From an optimization exercise on the open Yosys and OpenROAD flow, aimed at small area and a short achievable clock period; shortcuts taken in it are not production practice. RTL that was checked went through simulation tests only; none was proved equivalent to the original. Power is estimated from default activity; no workload was simulated.

run 4:
==> module processor, before the edit <==
module processor(clock,reset,imem_addr,imem_data,wb_en,wb_addr,wb_data,flags);
input clock,reset;
output [7:0] imem_addr;
input [15:0] imem_data;
output wb_en;
output [2:0] wb_addr;
output [15:0] wb_data;
output [3:0] flags;
reg [7:0] pc;
reg [15:0] ir;
reg [3:0] fl;             
reg [15:0] rf [0:7];
reg [7:0] rv;
reg [15:0] dm [0:9];
reg [9:0] dv;
reg [14:0] hx, hy;       
reg hc;
reg [3:0] alo;            
reg ac4;                  
reg [15:0] lo;
reg hlv;
reg [15:0] opa, opb;      
reg s_sum, s_shl, s_shr, s_or, s_and, s_mem, s_lo, s_hi;
wire [3:0] op = ir[3:0];
wire [2:0] rd = ir[6:4];
wire [2:0] f  = ir[15:13];
wire [5:0] c6 = ir[15:10];
wire [15:0] sx = {1'b0, {9{c6[5]}}, c6};
reg nm;                   
wire mulN;
wire fZ = fl[3], fN = nm ? mulN : fl[2], fC = fl[1], fV = fl[0];
wire [15:0] A = opa;
wire [15:0] B = opb;
wire [16:0] sum = {1'b0, A} + {1'b0, B};
wire [16:0] shl = {1'b0, A} << f;
reg [15:0] shr;
integer b;
always @* for (b = 0; b < 16; b = b + 1) shr[b] = shl[15 - b];
wire addok = (op == 4'd0) & ((f == 3'd0) | ((f == 3'd1) & fN) | ((f == 3'd2) & fZ));
wire [16:0] res = ({17{s_sum}} & sum) | ({17{s_shl}} & shl) | ({17{s_shr}} & {1'b0, shr}) |
                  ({17{s_or}} & {1'b0, A | B}) | ({17{s_and}} & {1'b0, A & B});
wire [9:0] hit;
genvar k;
generate
  for (k = 0; k < 10; k = k + 1) begin : g_hit
    wire [15:0] kk = k;
    wire [15:0] t = A ^ sx ^ kk;
    wire [15:1] g = (A[14:0] & sx[14:0]) | (A[14:0] & t[14:0]) | (sx[14:0] & t[14:0]);
    assign hit[k] = ~t[0] & ~|(t[15:1] ^ g);
  end
endgenerate
wire ahi0 = &((A[15:5] ^ sx[15:5]) ~^ (A[14:4] | sx[14:4])) & ~(A[4] ^ sx[4] ^ ac4);
reg [15:0] mword;
always @* begin
  case (alo)
    4'd0: mword = dv[0] ? dm[0] : 16'h4000;
    4'd1: mword = dv[1] ? dm[1] : 16'h4001;
    4'd2: mword = dv[2] ? dm[2] : 16'h4002;
    4'd3: mword = dv[3] ? dm[3] : 16'h4003;
    4'd4: mword = dv[4] ? dm[4] : 16'h4004;
    4'd5: mword = dv[5] ? dm[5] : 16'h4005;
    4'd6: mword = dv[6] ? dm[6] : 16'h4006;
    4'd7: mword = dv[7] ? dm[7] : 16'h4007;
    4'd8: mword = dv[8] ? dm[8] : 16'h4008;
    4'd9: mword = dv[9] ? dm[9] : 16'h4009;
    default: mword = 16'd0;
  endcase
end
wire [15:0] mdata = ahi0 ? mword : 16'd0;
integer j;
wire [31:0] mx, my;
mul16 u_mul(.a(A), .b(B), .x(mx), .y(my));
wire [16:0] P = {1'b0, mx[15:0]} + {1'b0, my[15:0]};    
wire [15:0] hsum = {1'b0, hx} + {1'b0, hy} + hc;
wire mp16 = hc ^ hx[0] ^ hy[0];                         
wire mpz = &((hx[14:1] ^ hy[14:1]) ~^ (hx[13:0] | hy[13:0])) & ~(hx[14] | hy[14]) & ~mp16;
assign mulN = mpz & lo[15];
wire [15:0] wd = res[15:0] | ({16{s_mem}} & mdata) | ({16{s_lo & hlv}} & lo) |
                 ({16{s_hi & hlv}} & {1'b0, hsum[15:1]});
wire we = addok | (op == 4'd1) | (op == 4'd2) | (op == 4'd3) | (op == 4'd4) |
          (op == 4'd5) | (op == 4'd6) | (op == 4'd7) | (op == 4'd11) | (op == 4'd12);
wire setfl = addok | (op == 4'd1) | (op == 4'd2) | (op == 4'd3) | (op == 4'd4) | (op == 4'd5);
wire st = (op == 4'd8);
wire mul = (op == 4'd10);
always @(posedge clock) begin
  if (we) rf[rd] <= wd;
  for (j = 0; j < 10; j = j + 1)
    if (st & hit[j]) dm[j] <= B;
  if (mul) begin
    hx <= mx[30:16];
    hy <= my[30:16];
    hc <= P[16];
    lo <= P[15:0];
  end
end
always @(posedge clock, posedge reset) begin
  if (reset) begin
    rv <= 8'd0;
    dv <= 10'd0;
    hlv <= 1'b0;
  end else begin
    if (we) rv[rd] <= 1'b1;
    for (j = 0; j < 10; j = j + 1)
      if (st & hit[j]) dv[j] <= 1'b1;
    if (mul) hlv <= 1'b1;
  end
end
always @(posedge clock, posedge reset) begin
  if (reset) begin
    fl <= 4'd0;
    nm <= 1'b0;
  end else if (setfl) begin
    fl <= {res == 17'd0, res[16:15] == 2'b01, (op == 4'd0) & res[16], res[16]};
    nm <= 1'b0;
  end else if (mul) begin
    fl <= {(A == 16'd0) | (B == 16'd0), 3'b000};
    nm <= 1'b1;
  end
end
wire [3:0] nop = imem_data[3:0];
wire [2:0] nrs = imem_data[9:7];
wire [2:0] nrt = (nop == 4'd8) ? imem_data[6:4] : imem_data[12:10];
wire [5:0] nc6 = imem_data[15:10];
wire [15:0] nsx = {1'b0, {9{nc6[5]}}, nc6};
wire nimm = (nop == 4'd5) | (nop == 4'd6);
wire nli = (nop == 4'd6);
wire [15:0] rA = (rv[nrs] & ~nli) ? rf[nrs] : 16'd0;
wire [15:0] rB = rv[nrt] ? rf[nrt] : 16'd0;
wire fwa = we & (rd == nrs) & ~nli;
wire nsr = (nop == 4'd2);
wire [15:0] ra_in = fwa ? wd : rA;
reg [15:0] ra_rev;
always @* for (b = 0; b < 16; b = b + 1) ra_rev[b] = ra_in[15 - b];
wire fwb = we & (rd == nrt);
wire brc = (op == 4'd9) & (((f == 3'd1) & fN) | ((f == 3'd2) & fZ) | ((f == 3'd3) & fV) | ((f == 3'd4) & fC));
wire jmp = (op == 4'd9) & (f == 3'd0);
always @(posedge clock, posedge reset) begin
  if (reset) begin
    pc <= 8'd0;
    ir <= 16'd0;
    opa <= 16'd0;
    opb <= 16'd0;
    s_sum <= 1'b1;
    s_shl <= 1'b0;
    s_shr <= 1'b0;
    s_or <= 1'b0;
    s_and <= 1'b0;
    s_mem <= 1'b0;
    s_lo <= 1'b0;
    s_hi <= 1'b0;
  end else begin
    ir <= imem_data;
    opa <= nsr ? ra_rev : ra_in;
    opb <= nimm ? nsx : fwb ? wd : rB;
    s_sum <= (nop == 4'd0) | (nop == 4'd5) | (nop == 4'd6);
    s_shl <= (nop == 4'd1);
    s_shr <= (nop == 4'd2);
    s_or <= (nop == 4'd3);
    s_and <= (nop == 4'd4);
    s_mem <= (nop == 4'd7);
    s_lo <= (nop == 4'd11);
    s_hi <= (nop == 4'd12);
    if (jmp) pc <= pc + ir[11:4];
    else if (brc) pc <= ir[11:4];
    else pc <= pc + 8'd1;
  end
end
always @(posedge clock)
  {ac4, alo} <= ra_in[3:0] + nsx[3:0];
assign imem_addr = pc;
assign wb_en = we;
assign wb_addr = rd;
assign wb_data = wd;
assign flags = {fZ, fN, fC, fV};
endmodule
make LEC_CHECK=0 ABC_CLOCK_PERIOD_IN_PS=5000 CAP_MARGIN=20 CORE_MARGIN=2 CORE_UTILIZATION=35 SETUP_SLACK_MARGIN=5 SLEW_MARGIN=20 finish   # period 11.0 ns
run.sh (not shown) runs the stock make flow with config.mk's settings and CLKGATE_MAP_FILE= SYNTH_SCRIPT=/design/flow/synth_recipe.tcl, a recipe that flattens the netlist after the stock synthesis.
Input-level comparison between run 1 and run 4:
diff --git a/flow/design.v b/flow/design.v
--- a/flow/design.v
+++ b/flow/design.v
@@ -720,19 +720,10 @@
 always @* for (b = 0; b < 16; b = b + 1) shr[b] = shl[15 - b];
 wire addok = (op == 4'd0) & ((f == 3'd0) | ((f == 3'd1) & fN) | ((f == 3'd2) & fZ));
 wire [16:0] res = ({17{s_sum}} & sum) | ({17{s_shl}} & shl) | ({17{s_shr}} & {1'b0, shr}) |
                   ({17{s_or}} & {1'b0, A | B}) | ({17{s_and}} & {1'b0, A & B});
-wire [9:0] hit;
-genvar k;
-generate
-  for (k = 0; k < 10; k = k + 1) begin : g_hit
-    wire [15:0] kk = k;
-    wire [15:0] t = A ^ sx ^ kk;
-    wire [15:1] g = (A[14:0] & sx[14:0]) | (A[14:0] & t[14:0]) | (sx[14:0] & t[14:0]);
-    assign hit[k] = ~t[0] & ~|(t[15:1] ^ g);
-  end
-endgenerate
 wire ahi0 = &((A[15:5] ^ sx[15:5]) ~^ (A[14:4] | sx[14:4])) & ~(A[4] ^ sx[4] ^ ac4);
+wire [9:0] hit = {10{ahi0}} & (10'd1 << alo);
 reg [15:0] mword;
 always @* begin
   case (alo)
     4'd0: mword = dv[0] ? dm[0] : 16'h4000;
@@ -819,11 +810,9 @@
 always @(posedge clock, posedge reset) begin
   if (reset) begin
     pc <= 8'd0;
     ir <= 16'd0;
-    opa <= 16'd0;
-    opb <= 16'd0;
-    s_sum <= 1'b1;
+    s_sum <= 1'b0;            
     s_shl <= 1'b0;
     s_shr <= 1'b0;
     s_or <= 1'b0;
     s_and <= 1'b0;
@@ -831,10 +820,8 @@
     s_lo <= 1'b0;
     s_hi <= 1'b0;
   end else begin
     ir <= imem_data;
-    opa <= nsr ? ra_rev : ra_in;
-    opb <= nimm ? nsx : fwb ? wd : rB;
     s_sum <= (nop == 4'd0) | (nop == 4'd5) | (nop == 4'd6);
     s_shl <= (nop == 4'd1);
     s_shr <= (nop == 4'd2);
     s_or <= (nop == 4'd3);
@@ -846,10 +833,13 @@
     else if (brc) pc <= ir[11:4];
     else pc <= pc + 8'd1;
   end
 end
-always @(posedge clock)
+always @(posedge clock) begin
+  opa <= nsr ? ra_rev : ra_in;
+  opb <= nimm ? nsx : fwb ? wd : rB;
   {ac4, alo} <= ra_in[3:0] + nsx[3:0];
+end
 assign imem_addr = pc;
 assign wb_en = we;
 assign wb_addr = rd;
 assign wb_data = wd;
[summary]
Total length of routed met2 wires (higher): run 4
Across both runs, cell count along the critical path was higher for run 1 than for run 4.
The reported max-cap violation count on run 1 is in line with that on run 4.
Diff run 1 and run 4: count of clock-buffer cells in the layout lower in run 1
Area of placed instances in run 1 vs run 4: down about 1.8%
In summary, run 1 completed successfully, with a layout that passed the timing, DRC and antenna checks.
Higher post-layout instance count excluding filler cells goes to run 4 over run 1.
From run 4 to run 1 the numbers moved as follows: global-route usage has decreased, total power has increased.
Run 4 ended up with sky130_fd_sc_hd__mux4_2 as its cell with the largest stage delay on the worst path; run 1 ended up with sky130_fd_sc_hd__a211oi_4.
Only the layout flow was run in run 1; the RTL was not checked for function there.

run E:
processor, a different RTL version from the one above (not shown whole).
Size: ~2,500 cells after synthesis, ~430 flip-flops, ~50 I/O pins, ~28,000 um2 of cells after synthesis.
==> module processor, before the edit <==
module processor(clock,reset,imem_addr,imem_data,wb_en,wb_addr,wb_data,flags);
input clock,reset;
output [7:0] imem_addr;
input [15:0] imem_data;
output wb_en;
output [2:0] wb_addr;
output [15:0] wb_data;
output [3:0] flags;
reg [7:0] pc;
reg [15:0] ir;
reg [3:0] fl;             
reg [15:0] rf [0:7];
reg [7:0] rv;
reg [15:0] dm [0:9];
reg [9:0] dv;
reg [14:0] hx, hy;       
reg hc;
reg [3:0] alo;            
reg ac4;                  
reg [15:0] lo;
reg hlv;
integer j;
reg [15:0] opa, opb;      
reg s_sum, s_shl, s_shr, s_or, s_and, s_mem, s_lo, s_hi;
wire [3:0] op = ir[3:0];
wire [2:0] rd = ir[6:4];
wire [2:0] f  = ir[15:13];
wire [5:0] c6 = ir[15:10];
wire [15:0] sx = {1'b0, {9{c6[5]}}, c6};
reg nm;                   
wire mulN;
wire fZ = fl[3], fN = nm ? mulN : fl[2], fC = fl[1], fV = fl[0];
wire [15:0] A = opa;
wire [15:0] B = opb;
wire [16:0] sum = {1'b0, A} + {1'b0, B};
wire [16:0] shl = {1'b0, A} << f;
reg [15:0] shr;
integer bi;
always @* for (bi = 0; bi < 16; bi = bi + 1) shr[bi] = shl[15 - bi];
wire addok = (op == 4'd0) & ((f == 3'd0) | ((f == 3'd1) & fN) | ((f == 3'd2) & fZ));
wire [16:0] res = ({17{s_sum}} & sum) | ({17{s_shl}} & shl) | ({17{s_shr}} & {1'b0, shr}) |
                  ({17{s_or}} & {1'b0, A | B}) | ({17{s_and}} & {1'b0, A & B});
wire ahi0 = &((A[15:5] ^ sx[15:5]) ~^ (A[14:4] | sx[14:4])) & ~(A[4] ^ sx[4] ^ ac4);
wire [9:0] hit = {10{ahi0}} & (10'd1 << alo);
wire [9:0] msel = 10'd1 << alo;
reg [15:0] mword;
always @* begin
  mword = 16'd0;
  for (j = 0; j < 10; j = j + 1)
    mword = mword | ({16{msel[j] & dv[j]}} & dm[j]) | ({16{msel[j] & ~dv[j]}} & (16'h4000 | j));
end
wire [15:0] mdata = ahi0 ? mword : 16'd0;
wire [31:0] mx, my;
mul16 u_mul(.a(A), .b(B), .x(mx), .y(my));
wire [16:0] P = {1'b0, mx[15:0]} + {1'b0, my[15:0]};    
wire [16:0] hsum2 = {1'b0, hx, hc} + {1'b0, hy, hc};
wire mp16 = hc ^ hx[0] ^ hy[0];                         
wire mpz = &((hx[14:1] ^ hy[14:1]) ~^ (hx[13:0] | hy[13:0])) & ~(hx[14] | hy[14]) & ~mp16;
assign mulN = mpz & lo[15];
wire [15:0] wd = res[15:0] | ({16{s_mem}} & mdata) | ({16{s_lo & hlv}} & lo) |
                 ({16{s_hi & hlv}} & {1'b0, hsum2[16:2]});
wire we = addok | (op == 4'd1) | (op == 4'd2) | (op == 4'd3) | (op == 4'd4) |
          (op == 4'd5) | (op == 4'd6) | (op == 4'd7) | (op == 4'd11) | (op == 4'd12);
wire setfl = addok | (op == 4'd1) | (op == 4'd2) | (op == 4'd3) | (op == 4'd4) | (op == 4'd5);
wire st = (op == 4'd8);
wire mul = (op == 4'd10);
always @(posedge clock) begin
  if (we) rf[rd] <= wd;
  for (j = 0; j < 10; j = j + 1)
    if (st & hit[j]) dm[j] <= B;
  if (mul) begin
    hx <= mx[30:16];
    hy <= my[30:16];
    hc <= P[16];
    lo <= P[15:0];
  end
end
always @(posedge clock, posedge reset) begin
  if (reset) begin
    rv <= 8'd0;
    dv <= 10'd0;
    hlv <= 1'b0;
  end else begin
    if (we) rv[rd] <= 1'b1;
    for (j = 0; j < 10; j = j + 1)
      if (st & hit[j]) dv[j] <= 1'b1;
    if (mul) hlv <= 1'b1;
  end
end
always @(posedge clock, posedge reset) begin
  if (reset) begin
    fl <= 4'd0;
    nm <= 1'b0;
  end else if (setfl) begin
    fl <= {res == 17'd0, res[16:15] == 2'b01, (op == 4'd0) & res[16], res[16]};
    nm <= 1'b0;
  end else if (mul) begin
    fl <= {(A == 16'd0) | (B == 16'd0), 3'b000};
    nm <= 1'b1;
  end
end
wire [3:0] nop = imem_data[3:0];
wire [2:0] nrs = imem_data[9:7];
wire [2:0] nrt = (nop == 4'd8) ? imem_data[6:4] : imem_data[12:10];
wire [5:0] nc6 = imem_data[15:10];
wire [15:0] nsx = {1'b0, {9{nc6[5]}}, nc6};
wire nimm = (nop == 4'd5) | (nop == 4'd6);
wire nli = (nop == 4'd6);
wire [7:0] sela = {8{~nli}} & rv & (8'd1 << nrs);
wire [7:0] selb = rv & (8'd1 << nrt);
reg [15:0] rA, rB;
always @* begin
  rA = 16'd0;
  rB = 16'd0;
  for (j = 0; j < 8; j = j + 1) begin
    rA = rA | ({16{sela[j]}} & rf[j]);
    rB = rB | ({16{selb[j]}} & rf[j]);
  end
end
wire fwa = we & (rd == nrs) & ~nli;
wire nsr = (nop == 4'd2);
wire [15:0] ra_in = fwa ? wd : rA;
reg [15:0] ra_rev;
always @* for (bi = 0; bi < 16; bi = bi + 1) ra_rev[bi] = ra_in[15 - bi];
wire fwb = we & (rd == nrt);
wire brc = (op == 4'd9) & (((f == 3'd1) & fN) | ((f == 3'd2) & fZ) | ((f == 3'd3) & fV) | ((f == 3'd4) & fC));
wire jmp = (op == 4'd9) & (f == 3'd0);
always @(posedge clock, posedge reset) begin
  if (reset) begin
    pc <= 8'd0;
    ir <= 16'd0;
    s_sum <= 1'b0;            
    s_shl <= 1'b0;
    s_shr <= 1'b0;
    s_or <= 1'b0;
    s_and <= 1'b0;
    s_mem <= 1'b0;
    s_lo <= 1'b0;
    s_hi <= 1'b0;
  end else begin
    ir <= imem_data;
    s_sum <= (nop == 4'd0) | (nop == 4'd5) | (nop == 4'd6);
    s_shl <= (nop == 4'd1);
    s_shr <= (nop == 4'd2);
    s_or <= (nop == 4'd3);
    s_and <= (nop == 4'd4);
    s_mem <= (nop == 4'd7);
    s_lo <= (nop == 4'd11);
    s_hi <= (nop == 4'd12);
    if (jmp) pc <= pc + ir[11:4];
    else if (brc) pc <= ir[11:4];
    else pc <= pc + 8'd1;
  end
end
always @(posedge clock) begin
  opa <= nsr ? ra_rev : ra_in;
  opb <= nimm ? nsx : fwb ? wd : rB;
  {ac4, alo} <= ra_in[3:0] + nsx[3:0];
end
assign imem_addr = pc;
assign wb_en = we;
assign wb_addr = rd;
assign wb_data = wd;
assign flags = {fZ, fN, fC, fV};
endmodule
clock: 11.0 ns
lec_check: 0
abc_clock_period_in_ps: 5000
cap_margin: 20
core_margin: 2
core_utilization: 35
cts_buf_list: sky130_fd_sc_hd__clkbuf_8
cts_cluster_diameter: 60
cts_cluster_size: 16
setup_slack_margin: 5
slew_margin: 20
## Diff of input files: run M against run E
--- a/flow/design.v
+++ b/flow/design.v
@@ -705,4 +705,5 @@
 reg [15:0] opa, opb;      
 reg s_sum, s_shl, s_shr, s_or, s_and, s_mem, s_lo, s_hi;
+reg d_we, d_fl, d_an, d_az;
 wire [3:0] op = ir[3:0];
 wire [2:0] rd = ir[6:4];
@@ -720,8 +721,10 @@
 integer bi;
 always @* for (bi = 0; bi < 16; bi = bi + 1) shr[bi] = shl[15 - bi];
-wire addok = (op == 4'd0) & ((f == 3'd0) | ((f == 3'd1) & fN) | ((f == 3'd2) & fZ));
 wire [16:0] res = ({17{s_sum}} & sum) | ({17{s_shl}} & shl) | ({17{s_shr}} & {1'b0, shr}) |
                   ({17{s_or}} & {1'b0, A | B}) | ({17{s_and}} & {1'b0, A & B});
-wire ahi0 = &((A[15:5] ^ sx[15:5]) ~^ (A[14:4] | sx[14:4])) & ~(A[4] ^ sx[4] ^ ac4);
+wire ahi_p = (A[15:5] == 11'h7ff) | (A[15:5] == 11'h000);
+wire ahi_n = A[15] & (A[14:6] == 9'h000);
+wire a5ok = (A[5] ^ c6[5]) == (A[4] | c6[4]);
+wire ahi0 = (c6[5] ? ahi_n : ahi_p) & a5ok & ~(A[4] ^ c6[4] ^ ac4);
 wire [9:0] hit = {10{ahi0}} & (10'd1 << alo);
 wire [9:0] msel = 10'd1 << alo;
@@ -737,12 +740,12 @@
 wire [16:0] P = {1'b0, mx[15:0]} + {1'b0, my[15:0]};    
 wire [16:0] hsum2 = {1'b0, hx, hc} + {1'b0, hy, hc};
-wire mp16 = hc ^ hx[0] ^ hy[0];                         
-wire mpz = &((hx[14:1] ^ hy[14:1]) ~^ (hx[13:0] | hy[13:0])) & ~(hx[14] | hy[14]) & ~mp16;
+wire mpz_d = &((mx[31:17] ^ my[31:17]) ~^ (mx[30:16] | my[30:16])) & ~(P[16] ^ mx[16] ^ my[16]);
+reg mpz;
 assign mulN = mpz & lo[15];
 wire [15:0] wd = res[15:0] | ({16{s_mem}} & mdata) | ({16{s_lo & hlv}} & lo) |
                  ({16{s_hi & hlv}} & {1'b0, hsum2[16:2]});
-wire we = addok | (op == 4'd1) | (op == 4'd2) | (op == 4'd3) | (op == 4'd4) |
-          (op == 4'd5) | (op == 4'd6) | (op == 4'd7) | (op == 4'd11) | (op == 4'd12);
-wire setfl = addok | (op == 4'd1) | (op == 4'd2) | (op == 4'd3) | (op == 4'd4) | (op == 4'd5);
+wire cadd = (d_an & fN) | (d_az & fZ);
+wire we = d_we | cadd;
+wire setfl = d_fl | cadd;
 wire st = (op == 4'd8);
 wire mul = (op == 4'd10);
@@ -755,4 +758,5 @@
     hy <= my[30:16];
     hc <= P[16];
+    mpz <= mpz_d;
     lo <= P[15:0];
   end
@@ -786,4 +790,5 @@
 wire [2:0] nrt = (nop == 4'd8) ? imem_data[6:4] : imem_data[12:10];
 wire [5:0] nc6 = imem_data[15:10];
+wire [2:0] nf = imem_data[15:13];
 wire [15:0] nsx = {1'b0, {9{nc6[5]}}, nc6};
 wire nimm = (nop == 4'd5) | (nop == 4'd6);
@@ -820,4 +825,8 @@
     s_lo <= 1'b0;
     s_hi <= 1'b0;
+    d_we <= 1'b1;             
+    d_fl <= 1'b1;
+    d_an <= 1'b0;
+    d_az <= 1'b0;
   end else begin
     ir <= imem_data;
@@ -830,4 +839,11 @@
     s_lo <= (nop == 4'd11);
     s_hi <= (nop == 4'd12);
+    d_we <= ((nop == 4'd0) & (nf == 3'd0)) | (nop == 4'd1) | (nop == 4'd2) | (nop == 4'd3) |
+            (nop == 4'd4) | (nop == 4'd5) | (nop == 4'd6) | (nop == 4'd7) | (nop == 4'd11) |
+            (nop == 4'd12);
+    d_fl <= ((nop == 4'd0) & (nf == 3'd0)) | (nop == 4'd1) | (nop == 4'd2) | (nop == 4'd3) |
+            (nop == 4'd4) | (nop == 4'd5);
+    d_an <= (nop == 4'd0) & (nf == 3'd1);
+    d_az <= (nop == 4'd0) & (nf == 3'd2);
     if (jmp) pc <= pc + ir[11:4];
     else if (brc) pc <= ir[11:4];
### Flow results
Run M vs run E, area growth from synthesis to layout went down by 0.88 points.
For total design power, dividing the value from run M by the value from run E gives 1.19.
Going from run E to run M, maximum number of pins on one net before global-route repair now larger, worst endpoint data arrival time went down 0.04 ns, minimum clock period after layout down 0.039 ns, least setup slack across all paths after layout now sits higher.
Function was not checked in any run of this note: the RTL went through the layout flow alone.

## afterwards: timing with drivers on the ports
Ports are ideal in the flow. The routed layouts listed here were re-timed in OpenROAD. Step 1, drivers: a clkbuf_16 drives clock and a buf_2 each remaining input, both assumed. Step 2 also shifts input and output timing later by t, the mid clock arrival at the registers, as if the neighbouring blocks saw the same clock. Three values: ideal, step 1, step 2; two values: the first two.
run	t (ns)	setup WS [ns]	hold slack, ns	worst data-port slew with drivers (ns)	cell pins on the clock port's net
run 4	0.680	5.029 / 4.961 / 4.635	0.479 / 0.479 / 0.479	0.06	1
run 1	0.673	4.857 / 4.791 / 4.701	0.502 / 0.502 / 0.502	0.11	1
run E	0.733	4.954 / 4.893 / 4.597	0.493 / 0.493 / 0.493	0.06	1
run M	0.732	4.993 / 4.936 / 4.559	0.471 / 0.471 / 0.471	0.07	1
After both steps setup and hold are still met in every run listed. The setup slack of run M, which loses most, moves by -0.057 ns with the drivers and by -0.434 ns with both steps.
